What follows belongs to an exercise in optimizing a design on an open flow for small area and a short achievable clock period; a production flow would make more cautious choices. Function was checked by simulation only, so behaviour that the tests miss may differ from the original. No activity file was given, so power comes from the tool's default toggle rates.

## flow/design.v (module list and top-level ports; edited modules follow where they fit)
// module CannyEdge: 1190 lines
module CannyEdge(dAddrRegRow, dAddrRegCol, bWE, bCE, InData, OutData,
	OPMode, bOPEnable, dReadReg, dWriteReg, clk, rst_b);
  // ...
==> flow/flow/run.sh <==
#!/bin/bash
# Standard layout with two changes:
#  - after the standard synthesis, flow/polarity.py removes inverters between
#    full adders (a full adder is self-dual, so an adder can be implemented in
#    its inverted form); registers and all other cells are untouched;
#  - timing repair aims at a setup slack margin of MARGIN ns, and the port
#    buffers are plain buffers instead of the delay cell buffer_ports picks.
set -euo pipefail
MARGIN=6.8
R=orfs/results/sky130hd/CannyEdge/base
bash standard.sh synth > log_synth.txt 2>&1
cp $R/1_2_yosys.v $R/1_2_yosys_std.v
python3 flow/polarity.py $R/1_2_yosys_std.v $R/1_2_yosys.v > log_polarity.txt 2>&1
rm -f $R/1_synth.odb $R/1_synth.sdc
bash standard.sh SETUP_SLACK_MARGIN=$MARGIN "BUFFER_PORTS_ARGS=-buffer_cell sky130_fd_sc_hd__buf_2" finish > log_finish.txt 2>&1
==> flow/flow/polarity.py <==
#!/usr/bin/env python3
# Full-adder polarity clean-up on a Yosys netlist of sky130 cells.
# A full adder is self-dual: FA(~a,~b,~c) = (~cout, ~sum). Yosys's extract_fa
# picks input/output inversions freely, which leaves many inverters between
# adders. This pass chooses, for each fa cell, whether to implement it in the
# inverted form, so that as few signals as possible need an inverter, and then
# rebuilds the inverters (one per signal that needs the inverted polarity).
# Registers and all other cells are left as they are.
# usage: polarity.py in.v out.v
import re, sys, random

OUTPINS = {"X", "Y", "Q", "Q_N", "SUM", "COUT", "HI", "LO"}
src = open(sys.argv[1]).read()
cell_re = re.compile(r"^  (sky130_fd_sc_hd__\w+) (\S+)\s+\((.*?)\n  \);\n", re.S | re.M)
pin_re = re.compile(r"\.(\w+)\(([^()]*)\)")

cells = []
for m in cell_re.finditer(src):
    pins = [(p, n.strip()) for p, n in pin_re.findall(m.group(3))]
    cells.append([m.group(1), m.group(2), pins, m.start(), m.end()])

def is_inv(t):
    return t in ("sky130_fd_sc_hd__inv_1", "sky130_fd_sc_hd__clkinv_1")
def is_fa(t):
    return t.startswith("sky130_fd_sc_hd__fa_")

inv_of = {}       # inverter output net -> input net
for c in cells:
    if is_inv(c[0]):
        d = dict(c[2])
        inv_of[d["Y"]] = d["A"]
drv = {}          # net -> cell index (non-inverter drivers)
for i, c in enumerate(cells):
    if is_inv(c[0]):
        continue
    for p, n in c[2]:
        if p in OUTPINS:
            drv[n] = i

def root(n):
    par = 0
    seen = 0
    while n in inv_of:
        n = inv_of[n]; par ^= 1; seen += 1
        if seen > 100:
            raise SystemExit("inverter loop")
    return n, par

# consumers of each root: list of (cell index, pin, parity)
cons = {}
ext_inv_roots = set()
for i, c in enumerate(cells):
    if is_inv(c[0]):
        continue
    for p, n in c[2]:
        if p in OUTPINS:
            continue
        r, par = root(n)
        cons.setdefault(r, []).append((i, p, par))
# inverter outputs that are not consumed by any cell (e.g. ports) keep their inverters
consumed = set()
for c in cells:
    for p, n in c[2]:
        if p not in OUTPINS:
            consumed.add(n)
port_nets = set()
for m in re.finditer(r"^\s*output\s+(?:\[(\d+):(\d+)\]\s+)?(\S+);", src, re.M):
    if m.group(1):
        for b in range(int(m.group(2)), int(m.group(1)) + 1):
            port_nets.add("%s[%d]" % (m.group(3), b))
    else:
        port_nets.add(m.group(3))
for n in inv_of:
    if n in port_nets:
        raise SystemExit("inverter drives a port; not handled")

fa_idx = [i for i, c in enumerate(cells) if is_fa(c[0])]
f = {i: 0 for i in fa_idx}
def fl(i):
    return f.get(i, 0)
def root_cost(r):
    fd = fl(drv[r]) if r in drv else 0
    return 1 if any(par ^ fl(ci) ^ fd for ci, p, par in cons.get(r, [])) else 0

# roots touched by each fa: its outputs and its inputs
touch = {}
for i in fa_idx:
    rs = set()
    for p, n in cells[i][2]:
        if p in OUTPINS:
            rs.add(n)
        else:
            rs.add(root(n)[0])
    touch[i] = rs
before = sum(root_cost(r) for r in cons)
def local_search(seed):
    improved = True
    it = 0
    while improved and it < 50:
        improved = False
        it += 1
        order = fa_idx[:]
        random.Random(seed * 1000 + it).shuffle(order)
        for i in order:
            rs = touch[i]
            c0 = sum(root_cost(r) for r in rs)
            f[i] ^= 1
            c1 = sum(root_cost(r) for r in rs)
            if c1 < c0 or (c1 == c0 and random.Random(seed * 7 + i + it).random() < 0.3):
                improved = improved or c1 < c0
            else:
                f[i] ^= 1
local_search(0)
best = dict(f); bestc = sum(root_cost(r) for r in cons)
# perturb and re-optimise a few times; keep the best assignment
rng = random.Random(12345)
for rnd in range(1, 200):
    for i in rng.sample(fa_idx, max(1, len(fa_idx) // 20)):
        f[i] ^= 1
    local_search(rnd)
    c = sum(root_cost(r) for r in cons)
    if c < bestc:
        best = dict(f); bestc = c
    else:
        f.clear(); f.update(best)
f.clear(); f.update(best)
after = sum(root_cost(r) for r in cons)
sys.stderr.write("polarity: %d fa cells, %d flipped, inverted signals %d -> %d, old inverter cells %d\n"
                 % (len(fa_idx), sum(f.values()), before, after, len(inv_of)))

# rebuild connections
newconn = {}   # (cell index, pin) -> net
newinv = []
k = 0
for r, lst in cons.items():
    fd = fl(drv[r]) if r in drv else 0
    need = [(ci, p) for ci, p, par in lst if par ^ fl(ci) ^ fd]
    keep = [(ci, p) for ci, p, par in lst if not (par ^ fl(ci) ^ fd)]
    for ci, p in keep:
        newconn[(ci, p)] = r
    if need:
        k += 1
        nn = "_pol%d_" % k
        newinv.append((nn, r))
        for ci, p in need:
            newconn[(ci, p)] = nn

out = []
pos = 0
wire_decl = "".join("  wire %s;\n" % nn for nn, r in newinv)
for i, c in enumerate(cells):
    out.append(src[pos:c[3]])
    pos = c[4]
    if is_inv(c[0]):
        continue
    pins = []
    for p, n in c[2]:
        if p not in OUTPINS:
            n = newconn[(i, p)]
        pins.append("    .%s(%s)" % (p, n if not n.startswith("\\") else n + " "))
    nm = c[1] + " " if c[1].startswith("\\") else c[1]
    out.append("  %s %s (\n%s\n  );\n" % (c[0], nm, ",\n".join(pins)))
tail = src[pos:]
for j, (nn, r) in enumerate(newinv):
    tail_cell = "  sky130_fd_sc_hd__inv_1 _polinv%d_ (\n    .A(%s),\n    .Y(%s)\n  );\n" % (
        j + 1, r if not r.startswith("\\") else r + " ", nn)
    out.append(tail_cell)
out.append(tail)
res = "".join(out)
# declare the new wires after the module header
mh = re.search(r"^module [^;]*;\n", res, re.M | re.S)
res = res[:mh.end()] + wire_decl + res[mh.end():]
n_in = len(re.findall(r"^  sky130_fd_sc_hd__", src, re.M))
if n_in != len(cells):
    raise SystemExit("parsed %d of %d cells" % (len(cells), n_in))
open(sys.argv[2], "w").write(res)
==> flow/standard.sh <==
#!/bin/bash
# synth_recipe.tcl (not shown) runs the flow's synth.tcl, then flattens the netlist and writes it again
# the make line also repeats each setting of config.mk as NAME=value (left out here)
make -C /OpenROAD-flow-scripts/flow DESIGN_CONFIG=/design/flow/config.mk WORK_HOME=/design/flow/orfs CLKGATE_MAP_FILE= SYNTH_SCRIPT=/design/flow/synth_recipe.tcl "${@:-finish}"
==> flow/config.mk <==
export PLATFORM = sky130hd
export DESIGN_NAME = CannyEdge
export DESIGN_NICKNAME = CannyEdge
export VERILOG_FILES = /design/flow/design.v
export SDC_FILE = /design/flow/constraint.sdc
export NUM_CORES = 4
export LEC_CHECK = 0
export ABC_AREA = 1
export CAP_MARGIN = 20
export CORE_MARGIN = 2
export CORE_UTILIZATION = 55
export CTS_BUF_LIST = sky130_fd_sc_hd__clkbuf_8
export CTS_CLUSTER_DIAMETER = 80
export CTS_CLUSTER_SIZE = 16
export PLACE_DENSITY = 0.7
export SLEW_MARGIN = 20
==> flow/constraint.sdc <==
create_clock -name core_clock -period 10.0 [get_ports {clk}]
set_input_delay 2.0000 -clock core_clock [delete_from_list [all_inputs] [get_ports {clk}]]
set_output_delay 2.0000 -clock core_clock [all_outputs]
set_load 0.01 [all_outputs]
==> impl_metrics.json, run 1 <==
{
  "seq_area_frac": 0.3027,
  "rsz0062_at_grt": "true",
  "largest_class": "multi-input gates",
  "cts_resized": 207,
  "cts_hold_buf": 0,
  "fillers": 3651,
  "critPathSlowestCell": "fa_2",
  "start_kind": "flop",
  "p_sw_frac": 0.2535,
  "p_switching_uw": 646.3,
  "rr_startpoint": "x[1][6]$_SDFFCE_PN0P_",
  "ff2ff_path_depth": 10,
  "m1WireLength_um": 33120,
  "route.vias.total": 22259,
  "setup_violations": 0,
  "yosysWarnings": 3,
  "signal_buffers": 295,
  "firstDrtPassIters": 6,
  "cts_buffer_depth": 3,
  "cts-root-buf": "clkbuf_8",
  "fp.dieH_um": 223.8,
  "routed.top_layer": "met5",
  "cpLargestDelayFamily": "adder cells",
  "finalSetupTns_ns": 0,
  "top_power_group": "sequential cells",
  "post-place-ws_ns": 5.376,
  "worstPathArrival_ns": 3.86,
  "largest_register_ffs": 200,
  "rr_endpoint": "gq[24]$_DFFE_PP_",
  "clkSlewWorstSetupHoldPaths_ns": 0.09,
  "h-tree-depth": 1,
  "syn_area_sq_um": 26560,
  "outcome": "no timing/DRC/antenna violations",
  "routed-wl-met3_um": 9594,
  "synth_area_per_cell_sq_um": 9.363,
  "crit_path_end_kind": "flop",
  "path_depth": 10,
  "clk_share": 0.01695,
  "cts_setup_buffers": 159,
  "place_hpwl_um": 66430,
  "internal-power_mw": 1.903,
  "fin_skew_ns": 0.04625,
  "taps": 615,
  "max_freq_mhz": 290.0
}
==> run 2: changes to the inputs <==
--- a/flow/flow/run.sh
+++ b/flow/flow/run.sh
@@ -6,7 +6,7 @@
 #  - timing repair aims at a setup slack margin of MARGIN ns, and the port
 #    buffers are plain buffers instead of the delay cell buffer_ports picks.
 set -euo pipefail
-MARGIN=6.8
+MARGIN=6.5
 R=orfs/results/sky130hd/CannyEdge/base
 bash standard.sh synth > log_synth.txt 2>&1
 cp $R/1_2_yosys.v $R/1_2_yosys_std.v
==> flow/config.mk (replaced) <==
export PLATFORM = sky130hd
export DESIGN_NAME = CannyEdge
export DESIGN_NICKNAME = CannyEdge
export VERILOG_FILES = /design/flow/design.v
export SDC_FILE = /design/flow/constraint.sdc
export NUM_CORES = 4
export LEC_CHECK = 0
export CAP_MARGIN = 20
export CORE_MARGIN = 2
export CORE_UTILIZATION = 62
export CTS_BUF_LIST = sky130_fd_sc_hd__clkbuf_8
export CTS_CLUSTER_DIAMETER = 80
export CTS_CLUSTER_SIZE = 16
export PLACE_DENSITY = 0.75
export SLEW_MARGIN = 20
==> impl_metrics.json, run 2 <==
{
  "portBuffers": 37,
  "synth_area_per_cell_sq_um": 12.16,
  "hp-class": "reg2reg",
  "internal-power_mw": 1.841,
  "p_switching_uw": 571.2,
  "largest_register_ffs": 200,
  "wl_per_cell_um": 27.85,
  "top_register": "x",
  "area_growth_pct": 10.22,
  "p_comb_frac": 0.085,
  "fin_util": 0.6896,
  "setup_violations": 0,
  "slew_headroom": 0.3333,
  "antennaDiodeCount": 0,
  "reg_top3": "x x200, gq x53",
  "seqPwrFrac": 0.625,
  "total_power_mw": 2.412,
  "clk_latency_ns": 0.64,
  "chipWidth_um": 209.5,
  "drv_slew": 0,
  "reg2reg_setup_slack_ns": 6.52,
  "layout_commonest_cell": "edfxtp_1",
  "critical_path_required_ns": 10.27,
  "cp-startpoint": "bOPEnable",
  "period_needed_ns": 3.524,
  "gp_congestion": 1.084,
  "vias_per_cell": 6.435,
  "final_cell_mix": "edfxtp_1 (323), xnor2_1 (262), fa_1 (225)",
  "antenna_found_initial": 4,
  "drt-initial-drc-count": 2186,
  "ff2ff_path_depth": 5,
  "max_freq_mhz": 283.8,
  "p_sw_frac": 0.2368,
  "grt_pass1_wl_um": 113400,
  "yosysWarnings": 3,
  "firstDrtPassIters": 6,
  "ir_worst_vdd_mv": 0.1455,
  "path_class": "in2reg",
  "fillers": 2981,
  "route.vias.total": 18173,
  "crit_path_end_kind": "flop",
  "setup.worst_path.end": "x[2][5]$_SDFFCE_PN0P_",
  "finalSetupTns_ns": 0,
  "cts-root-buf": "clkbuf_8",
  "placed_area_sq_um": 27020,
  "finish.instance_area_sq_um": 28860,
  "drive_above_1_share": 0.1519,
  "ant_nets": 0,
  "nets": 2664,
  "place_hpwl_um": 59880,
  "drv_cap": 0,
  "path_cells": "buf_2, and3b_2, nand2_2, nor3b_2, nand2_2, o31ai_2",
  "clkSlewWorstSetupHoldPaths_ns": 0.10,
  "overflow": 0,
  "start_kind": "input port",
  "h-tree-depth": 1,
  "outcome": "no timing/DRC/antenna violations",
  "path_depth": 6,
  "worst_path_most_repeated_cell": "nand2_2",
  "worst_pin_slew_ns": 0.9990,
  "initial_core_util": 0.6257,
  "numCtsBuffers": 27,
  "power_frac_clock": 0.290,
  "cp_slowest_stage_delay_ns": 0.76,
  "drt_wl_total_um": 78660,
  "p_per_area_nw_per_um2": 83.58,
  "grt_usage": 0.3606,
  "rr_startpoint": "x[0][6]$_SDFFCE_PN0P_",
  "critPathMaxFanout": 9,
  "cpLargestDelayFamily": "simple AND/OR/NAND/NOR gates",
  "path_buf_inv": 1,
  "cts_tree": "yes",
  "p_leak_nw": 10.57,
  "rows": 75,
  "cts_buffer_depth": 3,
  "rsz0062_at_grt": "true",
  "cts_sinks": 327,
  "num_io_pins": 38,
  "critPathSlowestCell": "o31ai_2",
  "fin_crit_sh": 0.3524,
  "grt_pass1_vias": 17585,
  "hold_viol": 0,
  "synth_fp_nets": 2540,
  "fin_skew_ns": 0.05128,
  "syn_area_sq_um": 26190,
  "grt_max_degree": 54,
  "die_area_sq_um": 43900,
  "rr_endpoint": "gq[34]$_DFFE_PP_",
  "drc": 0,
  "fp.dieH_um": 209.5,
  "worstPathArrival_ns": 3.80,
  "core_sq_um": 41850,
  "synthCells": 2154
}
==> run 2: layer usage <==
| layer | vias to the layer above | wire length [um] | global-route usage |
|---|---|---|---|
| li1 | 7770 | - | - |
| met1 | 8992 | 29900 | 0.4926 |
| met2 | 1167 | 33770 | 0.5349 |
| met3 | 242 | 10340 | 0.1125 |
| met4 | 2 | 4632 | 0.1643 |
| met5 | - | 13 | 0 |
==> run 2: cell type report <==
| cell class | count | area, sq um | area share |
|---|---|---|---|
| timing repair buffer | 156 | 1236 | 0.04283 |
| multi-input combinational | 1584 | 16020 | 0.5551 |
| tap | 539 | 674.4 | 0.02337 |
| inverter | 182 | 685.7 | 0.02376 |
| sequential | 327 | 9789 | 0.3392 |
| clock buffer | 27 | 371.6 | 0.01288 |
| clock inverter | 9 | 83.83 | 0.002905 |
==> run 2: what timing repair did <==
action	in CTS	in global routing
endpoints found under the setup margin	97	120
hold buffers	0	0
buffers inserted	42	66
pin swaps	4	8
resized for setup	30	58
cloned	0	1
==> run 2: worst min-delay path by stage <==
stage | from | end | slack (ns) | cells past startpoint
floorplan | dpre[0]$_SDFF_PP0_ | out_dir[0]$_DFFE_PP_ | 0.39 | 0
global placement | y6c[1]$_DFFE_PP_ | pd[1]$_DFFE_PP_ | 0.41 | 0
detailed placement | y6c[1]$_DFFE_PP_ | pd[1]$_DFFE_PP_ | 0.41 | 0
CTS | y6c[1]$_DFFE_PP_ | pd[1]$_DFFE_PP_ | 0.43 | 0
global route | y6c[1]$_DFFE_PP_ | pd[1]$_DFFE_PP_ | 0.44 | 0
finish | y6c[1]$_DFFE_PP_ | pd[1]$_DFFE_PP_ | 0.43 | 0
==> run 2: stage by stage <==
| step | instances | hold WS [ns] | worst slack [ns] |
|---|---|---|---|
| after detailed placement | 2679 | 0.4090 | 5.515 |
| final | 2824 | 0.4269 | 6.476 |
| after global routing | 2824 | 0.4358 | 6.387 |
| after global placement | 2679 | 0.4079 | 5.608 |
| after floorplan | 2154 | 0.3855 | 6.135 |
| after CTS | 2757 | 0.4291 | 6.464 |
==> run 2: worst register-to-register path, cell delays in order (launching register included) <==
cell      delay, ns
edfxtp_1       0.78
fa_1           0.54
fa_1           0.55
fa_1           0.55
maj3_1         0.40
maj3_1         0.38
==> run 2: power by group through the flow <==
stage                     registers [mW]  clock network [mW]  logic (mW)
after floorplan                     1.54                   0       0.140
after global placement              1.54                   0       0.189
after detailed placement            1.54                   0       0.194
after CTS                           1.51               0.709       0.198
after global routing                1.51               0.754       0.224
final                               1.51               0.701       0.204
==> run 3: changes to the inputs <==
--- a/flow/config.mk
+++ b/flow/config.mk
@@ -7,9 +7,9 @@
 export LEC_CHECK = 0
 export CAP_MARGIN = 20
 export CORE_MARGIN = 2
-export CORE_UTILIZATION = 62
+export CORE_UTILIZATION = 50
 export CTS_BUF_LIST = sky130_fd_sc_hd__clkbuf_8
 export CTS_CLUSTER_DIAMETER = 80
 export CTS_CLUSTER_SIZE = 16
-export PLACE_DENSITY = 0.75
+export PLACE_DENSITY = 0.65
 export SLEW_MARGIN = 20
==> impl_metrics.json, run 3 <==
{
  "outcome": "no timing/DRC/antenna violations",
  "p_leak_nw": 10.77,
  "hold_viol": 0,
  "worst_path_most_repeated_cell": "fa_1",
  "nets": 2671,
  "route.vias.total": 17904,
  "final_cell_mix": "edfxtp_1 (323), xnor2_1 (259), fa_1 (225)",
  "top_register": "x",
  "chipWidth_um": 232.9,
  "finish.instance_area_sq_um": 29290,
  "path_cells": "fa_1, fa_1, fa_1, maj3_1, maj3_1",
  "placed_area_sq_um": 27200,
  "grt_pass1_wl_um": 116500,
  "drive_above_1_share": 0.1588,
  "antenna_found_initial": 3,
  "fin_skew_ns": 0.02680,
  "largest_register_ffs": 200,
  "core_sq_um": 51510,
  "numCtsBuffers": 28,
  "fin_util": 0.5686,
  "rows": 83,
  "h-tree-depth": 1,
  "drv_slew": 0,
  "holdWs_ns": 0.4440,
  "gr-max-usage-layer": "met2",
  "drc": 0,
  "overflow": 0,
  "wl_per_cell_um": 27.12,
  "hp-class": "reg2reg",
  "finalSetupTns_ns": 0,
  "die_area_sq_um": 54220,
  "place_hpwl_um": 62550,
  "slew_headroom": 0.3775,
  "clkSlewWorstSetupHoldPaths_ns": 0.10,
  "worstPathArrival_ns": 3.85,
  "path_class": "reg2reg",
  "layout_commonest_cell": "edfxtp_1",
  "ant_nets": 0,
  "fillers": 4272,
  "synth_area_per_cell_sq_um": 12.16,
  "clk_latency_ns": 0.65,
  "area_growth_pct": 11.85,
  "syn_area_sq_um": 26190,
  "cts_tree": "yes",
  "synth_fp_nets": 2540,
  "grt_usage": 0.3012,
  "critPathSlowestCell": "edfxtp_1",
  "ir_worst_vdd_mv": 0.08926,
  "setup_violations": 0,
  "vias_per_cell": 6.006,
  "placed_cells": 2822,
  "drt_wl_total_um": 80840,
  "num_io_pins": 38,
  "met2_usage": 0.4456,
  "fp.dieH_um": 232.9,
  "grt_max_degree": 54,
  "portBuffers": 37,
  "fin_crit_sh": 0.3467,
  "critPathMaxFanout": 6,
  "drt-initial-drc-count": 2046,
  "yosysWarnings": 3,
  "max_freq_mhz": 288.4,
  "grt_use_met1": 0.4300,
  "p_per_area_nw_per_um2": 85.14,
  "cts_buffer_depth": 3,
  "firstDrtPassIters": 6,
  "crit_path_end_kind": "flop",
  "reg2reg_setup_slack_ns": 6.53,
  "cts-root-buf": "clkbuf_8",
  "period_needed_ns": 3.467,
  "initial_core_util": 0.5084,
  "critical_path_required_ns": 10.38,
  "met3_usage": 0.07230,
  "gp_congestion": 1.066,
  "drv_cap": 0,
  "reg_top3": "x x200, gq x53",
  "worst_pin_slew_ns": 0.9266,
  "grt_pass1_vias": 17579,
  "synthCells": 2154,
  "cp_slowest_stage_delay_ns": 0.73,
  "layout.cells.non_filler": 2981,
  "cts_sinks": 327,
  "rsz0062_at_grt": "true",
  "start_kind": "flop"
}
-- run 3: where the power goes --
group	leakage, nW	internal (mW)	switching, mW
Sequential	2.74	1.50	0.00584
Combinational	7.73	0.0839	0.122
Clock	0.304	0.308	0.472
Total	10.8	1.89	0.600
-- run 3: final timing paths --
path / from / endpoint / cells after the start
hold / removal: y6c[1]$_DFFE_PP_ / pd[1]$_DFFE_PP_ / 0
setup / recovery: x[1][5]$_SDFFCE_PN0P_ / gq[35]$_DFFE_PP_ / 5
setup reg to reg: x[1][5]$_SDFFCE_PN0P_ / gq[35]$_DFFE_PP_ / 5
min in group asynchronous: rst_b / S[1]$_DFFE_PN0P_ / 1
hold reg to reg: y6c[1]$_DFFE_PP_ / pd[1]$_DFFE_PP_ / 0
max in group asynchronous: rst_b / S[0]$_DFFE_PN0P_ / 1
-- run 3: what timing repair did --
action	in CTS	in global routing
endpoints found under the setup margin	90	128
buffers inserted	42	71
hold buffers	0	0
gates resized for setup	36	58
pin swaps	4	17
-- run 3: final cells by class --
cell class,count,area [sq um],area share
sequential,327,9789,0.3342
timing repair buffer,162,1309,0.04468
multi-input combinational,1584,16110,0.5499
inverter,182,685.7,0.02341
clock buffer,29,399.1,0.01363
tap,680,850.8,0.02905
clock inverter,15,145.1,0.004955
antenna,2,5.005,0.0001709
-- run 3: worst max-delay path, delay by kind of cell (launching register included) --
| kind | cells | cell delay (ns) |
|---|---|---|
| flip-flops | 1 | 0.73 |
| adder cells (fa/ha/maj) | 5 | 2.48 |
-- run 3: through the flow --
step	setup WS, ns	power, mW
2_1_floorplan	6.135	1.676
3_3_place_gp	5.550	1.729
3_5_place_dp	5.555	1.734
4_1_cts	6.490	2.502
5_1_grt	6.457	2.582
6_report	6.533	2.494
-- run 3: metal layers --
metal	vias up	share of wire
li1	7805	-
met1	8926	0.41
met2	978	0.43
met3	195	0.11
met4	0	0.046
met5	-	0
==> run 4: changes to the inputs <==
==> flow/config.mk (replaced) <==
export PLATFORM = sky130hd
export DESIGN_NAME = CannyEdge
export DESIGN_NICKNAME = CannyEdge
export VERILOG_FILES = /design/flow/design.v
export SDC_FILE = /design/flow/constraint.sdc
export NUM_CORES = 4
export LEC_CHECK = 0
export CAP_MARGIN = 5
export CORE_MARGIN = 2
export CORE_UTILIZATION = 55
export CTS_BUF_LIST = sky130_fd_sc_hd__clkbuf_8
export CTS_CLUSTER_DIAMETER = 80
export CTS_CLUSTER_SIZE = 16
export PLACE_DENSITY = 0.7
export SLEW_MARGIN = 5
==> impl_metrics.json, run 4 <==
{
  "outcome": "no timing/DRC/antenna violations",
  "reg_top3": "x x200, gq x53",
  "fin_util": 0.6166,
  "post-place-ws_ns": 5.560,
  "max_freq_mhz": 289.1,
  "yosysWarnings": 3,
  "finalSetupTns_ns": 0,
  "dr_wl_met2_um": 33660,
  "start_kind": "input port",
  "path_class": "in2reg",
  "num_io_pins": 38,
  "wl_per_cell_um": 27.32,
  "p_sw_frac": 0.2441,
  "clk_latency_ns": 0.65,
  "period_needed_ns": 3.459,
  "total_power_mw": 2.440,
  "critical_path_required_ns": 10.35,
  "cts_buffer_depth": 3,
  "gp_congestion": 1.034,
  "rsz0062_at_grt": "true",
  "hp-class": "reg2reg",
  "layout_commonest_cell": "edfxtp_1",
  "p_switching_uw": 595.7,
  "syn_area_sq_um": 26190,
  "vias_per_cell": 6.216,
  "hold_viol": 0,
  "p_comb_frac": 0.084,
  "numCtsBuffers": 27,
  "overflow": 0,
  "grt_usage": 0.3182,
  "worst_path_most_repeated_cell": "nand2_2",
  "cpLargestDelayFamily": "simple AND/OR/NAND/NOR gates",
  "route.vias.total": 17882,
  "core_sq_um": 46750,
  "p_per_area_nw_per_um2": 84.65,
  "slew_headroom": 0.2281,
  "clkSlewWorstSetupHoldPaths_ns": 0.09,
  "chipWidth_um": 222.2,
  "setup_violations": 0,
  "grt_pass1_wl_um": 114500,
  "internal-power_mw": 1.844,
  "top_register": "x",
  "die_area_sq_um": 49370,
  "grt_max_degree": 54,
  "grt_pass1_vias": 17810,
  "fin_skew_ns": 0.03533,
  "holdWs_ns": 0.4885,
  "cts-root-buf": "clkbuf_8",
  "fillers": 3657,
  "nets": 2646,
  "ant_nets": 0,
  "firstDrtPassIters": 8,
  "routed-wl-met3_um": 10230,
  "antenna_found_initial": 5,
  "h-tree-depth": 1,
  "drt_wl_total_um": 78600,
  "drc": 0,
  "m1WireLength_um": 30940,
  "critPathSlowestCell": "o41ai_4",
  "synthCells": 2154,
  "initial_core_util": 0.5601,
  "drt-initial-drc-count": 2103,
  "critPathMaxFanout": 9,
  "cts_hold_buf": 0,
  "crit_path_end_kind": "flop",
  "power_frac_clock": 0.298,
  "synth_area_per_cell_sq_um": 12.16,
  "rows": 79,
  "synth_fp_nets": 2540,
  "seqPwrFrac": 0.618,
  "worst_pin_slew_ns": 1.158,
  "portBuffers": 37,
  "place_hpwl_um": 59920,
  "p_leak_nw": 10.53,
  "routed.top_layer": "met5",
  "largest_register_ffs": 200,
  "fp.dieH_um": 222.2,
  "setup_ws_ns": 6.541,
  "cts_sinks": 327,
  "drive_above_1_share": 0.1469,
  "final_cell_mix": "edfxtp_1 (323), xnor2_1 (257), fa_1 (225)",
  "cp_slowest_stage_delay_ns": 0.47,
  "area_growth_pct": 10.08,
  "fin_crit_sh": 0.3459,
  "ir_worst_vdd_mv": 0.1166,
  "drv_slew": 0,
  "path_cells": "buf_2, and3b_2, nand2_2, nor3b_2, nand2_2, o41ai_4, buf_4",
  "path_buf_inv": 2,
  "worstPathArrival_ns": 3.81,
  "cts_tree": "yes",
  "drv_cap": 0
}
[run 4: routing by layer]
layer  up-vias  track usage
met5         -            0
met1      8891       0.4392
li1       7737            -
met3       197       0.1043
met4         2       0.1314
met2      1055       0.4655
[run 4: power groups by stage]
stage / clock network (mW) / registers, mW / logic [mW]
after floorplan: 0 / 1.54 / 0.140
after global placement: 0 / 1.54 / 0.189
after detailed placement: 0 / 1.54 / 0.195
after CTS: 0.735 / 1.51 / 0.199
after global routing: 0.788 / 1.51 / 0.226
final: 0.728 / 1.51 / 0.205
[run 4: layout make-up]
cell class | instances | area, sq um | area share
Inverter | 182 | 685.7 | 0.02379
Multi-Input combinational cell | 1584 | 16070 | 0.5574
Clock buffer | 27 | 371.6 | 0.01289
Timing Repair Buffer | 138 | 1055 | 0.03659
Tap cell | 607 | 759.5 | 0.02635
Antenna cell | 3 | 7.507 | 0.0002604
Clock inverter | 9 | 88.84 | 0.003082
Sequential cell | 327 | 9789 | 0.3396
[run 4: per-stage QoR]
step | instances | cell area [sq um]
floorplan | 2154 | 26410
global placement | 2746 | 27090
detailed placement | 2746 | 27090
CTS | 2829 | 28100
global route | 2874 | 28820
finish | 2877 | 28830
[run 4: worst register-to-register path, delay by kind of cell (launching register included)]
family	cells	cell delay, ns
adder cells (fa/ha/maj)	5	2.38
buffers and inverters	1	0.12
flip-flops	1	0.66
[run 4: final timing paths]
check | start | end | slack (ns) | cells after the start
max | bOPEnable | x[11][1]$_SDFFCE_PN0P_ | 6.54 | 7
min | dpre[1]$_SDFF_PP0_ | out_dir[1]$_DFFE_PP_ | 0.49 | 0
max reg2reg | x[6][4]$_DFFE_PP_ | gq[23]$_DFFE_PP_ | 6.56 | 6
min reg2reg | dpre[1]$_SDFF_PP0_ | out_dir[1]$_DFFE_PP_ | 0.49 | 0
max in group asynchronous | rst_b | S[0]$_DFFE_PN0P_ | 8.73 | 1
min in group asynchronous | rst_b | S[1]$_DFFE_PN0P_ | 1.15 | 1
[run 4: repair_timing]
item	in CTS	in global routing
gates resized for setup	27	63
setup buffers	47	45
pin swaps	2	12
setup endpoints to repair	115	113
cloned	0	0
==> run 5: changes to the inputs <==
==> flow/config.mk (replaced) <==
export PLATFORM = sky130hd
export DESIGN_NAME = CannyEdge
export DESIGN_NICKNAME = CannyEdge
export VERILOG_FILES = /design/flow/design.v
export SDC_FILE = /design/flow/constraint.sdc
export NUM_CORES = 4
export LEC_CHECK = 0
export CAP_MARGIN = 20
export CORE_MARGIN = 2
export CORE_UTILIZATION = 55
export CTS_BUF_LIST = sky130_fd_sc_hd__clkbuf_4 sky130_fd_sc_hd__clkbuf_8
export CTS_CLUSTER_DIAMETER = 80
export CTS_CLUSTER_SIZE = 16
export PLACE_DENSITY = 0.7
export SLEW_MARGIN = 20
==> impl_metrics.json, run 5 <==
{
  "hp-class": "reg2reg",
  "period_needed_ns": 3.450,
  "path_class": "in2reg",
  "critPathMaxFanout": 8,
  "holdWs_ns": 0.4880,
  "setup_violations": 0,
  "drv_slew": 0,
  "grt_pass1_vias": 17810,
  "vias_per_cell": 6.226,
  "worst_path_most_repeated_cell": "buf_4",
  "top_register": "x",
  "route.vias.total": 17930,
  "path_buf_inv": 3,
  "syn_area_sq_um": 26190,
  "layout.cells.non_filler": 2880,
  "rsz0062_at_grt": "true",
  "final_cell_mix": "edfxtp_1 (323), xnor2_1 (257), fa_1 (225)",
  "yosysWarnings": 3,
  "max_freq_mhz": 289.8,
  "grt_pass1_wl_um": 114500,
  "drt-initial-drc-count": 2238,
  "outcome": "no timing/DRC/antenna violations",
  "worstPathArrival_ns": 3.74,
  "num_io_pins": 38,
  "initial_core_util": 0.5601,
  "layout_commonest_cell": "edfxtp_1",
  "post-place-ws_ns": 5.560,
  "core_sq_um": 46750,
  "clk_latency_ns": 0.65,
  "rows": 79,
  "path_cells": "buf_2, or3_1, nor3b_4, buf_4, buf_4, nand3_4, nor2_4",
  "crit_path_end_kind": "flop",
  "cts_sinks": 327,
  "synthCells": 2154,
  "clkSlewWorstSetupHoldPaths_ns": 0.09,
  "antenna_found_initial": 5,
  "area_growth_pct": 10.18,
  "drc": 0,
  "numCtsBuffers": 27,
  "portBuffers": 37,
  "drt_wl_total_um": 78580,
  "die_area_sq_um": 49370,
  "cpLargestDelayFamily": "simple AND/OR/NAND/NOR gates",
  "wl_per_cell_um": 27.28,
  "overflow": 0,
  "fin_crit_sh": 0.3450,
  "seq_area_sq_um": 9789,
  "synth_area_per_cell_sq_um": 12.16,
  "fillers": 3650,
  "drv_cap": 0,
  "firstDrtPassIters": 5,
  "setup_ws_ns": 6.550,
  "ant_nets": 0,
  "ir_worst_vdd_mv": 0.1161,
  "critPathSlowestCell": "or3_1",
  "p_per_area_nw_per_um2": 84.73,
  "p_leak_nw": 10.54,
  "cts_buffer_depth": 3,
  "place_hpwl_um": 59920,
  "reg_top3": "x x200, gq x53",
  "cts_tree": "yes",
  "grt_max_degree": 54,
  "placed_cells": 2746,
  "cts-root-buf": "clkbuf_8",
  "multi_input_area_sq_um": 16080,
  "cp_slowest_stage_delay_ns": 0.46,
  "largest_register_ffs": 200,
  "gp_congestion": 1.034,
  "worst_pin_slew_ns": 0.9517,
  "hold_viol": 0,
  "critical_path_required_ns": 10.29,
  "start_kind": "input port",
  "cts_hold_buf": 0,
  "grt_usage": 0.3182,
  "drive_above_1_share": 0.1473,
  "nets": 2646,
  "h-tree-depth": 1,
  "finalSetupTns_ns": 0,
  "fp.dieH_um": 222.2,
  "fin_skew_ns": 0.03552,
  "slew_headroom": 0.3632,
  "chipWidth_um": 222.2,
  "synth_fp_nets": 2540
}
-- run 5: path summary, 6_finish.rpt --
kind                                     from              endpoint  slack [ns]  cells past startpoint
min                        dpre[1]$_SDFF_PP0_  out_dir[1]$_DFFE_PP_        0.49                      0
max                              dWriteReg[0]    x[20][0]$_DFFE_PP_        6.55                      7
max in group asynchronous               rst_b      S[0]$_DFFE_PN0P_        8.74                      1
min reg2reg                dpre[1]$_SDFF_PP0_  out_dir[1]$_DFFE_PP_        0.49                      0
min in group asynchronous               rst_b      S[1]$_DFFE_PN0P_        1.14                      1
max reg2reg                 x[6][6]$_DFFE_PP_      gq[34]$_DFFE_PP_        6.55                      6
-- run 5: what timing repair did --
action / 4_1_cts / 5_1_grt
buffers inserted: 47 / 45
endpoints found under the setup margin: 115 / 105
resized for setup: 27 / 63
pin swaps: 2 / 12
-- run 5: worst register-to-register path, stage by stage (launching register included) --
cell and delay, ns:
edfxtp_1 0.71, inv_1 0.13, fa_1 0.52, fa_1 0.60, fa_1 0.48, maj3_1 0.39, maj3_1 0.38
-- run 5: through the flow --
stage	total power [mW]	utilization	cell area, sq um
floorplan	1.676	-	26410
global placement	1.728	0.5795	27090
detailed placement	1.734	0.5795	27090
CTS	2.445	0.6011	28100
global route	2.526	0.6168	28840
finish	2.445	0.6171	28850
-- run 5: per-layer routing --
layer	global-route usage	share of wire	vias to the layer above
met5	0	0.00022	-
met4	0.1314	0.046	2
met3	0.1043	0.13	193
met2	0.4655	0.43	1113
met1	0.4392	0.39	8876
li1	-	-	7746
-- run 5: area by class of cell --
| class | count | area share |
|---|---|---|
| diodes | 6 | 0.0005204 |
| clock inverters | 8 | 0.002949 |
| multi-input cells | 1584 | 0.5574 |
| repair buffers | 138 | 0.03656 |
| inverters | 182 | 0.02377 |
| flip-flops and latches | 327 | 0.3393 |
| clock buffers | 28 | 0.01314 |
| well taps | 607 | 0.02632 |
-- run 5: report_power, final --
part,internal (mW),switching [mW]
registers,1.50,0.00622
logic,0.0830,0.123
clock network,0.264,0.468

==> separate check: timing with driven ports <==
The results above use ideal ports. As a check the final layouts listed here were re-extracted and re-timed, cells and wires unchanged.
Step 1, drivers: a clkbuf_16 drives clk and a buf_2 each remaining input, both assumed.
Step 2, shift: input delay + t, output delay - t, t = (earliest + latest rising clock arrival at the registers) / 2. This alone moves slack from input paths to output paths.
Three values: ideal ports, drivers, drivers and shift; two values: the first two.
| run | t, ns | setup WS [ns] | hold slack, ns | worst data-port slew with drivers (ns) |
|---|---|---|---|---|
| run 1 | 0.710 | 6.551 / 6.551 / 6.114 | 0.414 / 0.414 / 0.414 | 0.04 |
| run 2 | 0.665 | 6.476 / 6.509 / 5.844 | 0.427 / 0.427 / 0.427 | 0.09 |
| run 3 | 0.694 | 6.533 / 6.533 / 5.877 | 0.444 / 0.444 / 0.444 | 0.08 |
| run 4 | 0.694 | 6.541 / 6.561 / 5.882 | 0.489 / 0.489 / 0.489 | 0.14 |
| run 5 | 0.696 | 6.550 / 6.553 / 5.889 | 0.488 / 0.488 / 0.488 | 0.16 |
After both steps every run listed still meets setup and hold. The setup slack of run 5, which loses most, moves by +0.003 ns with the drivers and by -0.661 ns with both steps.
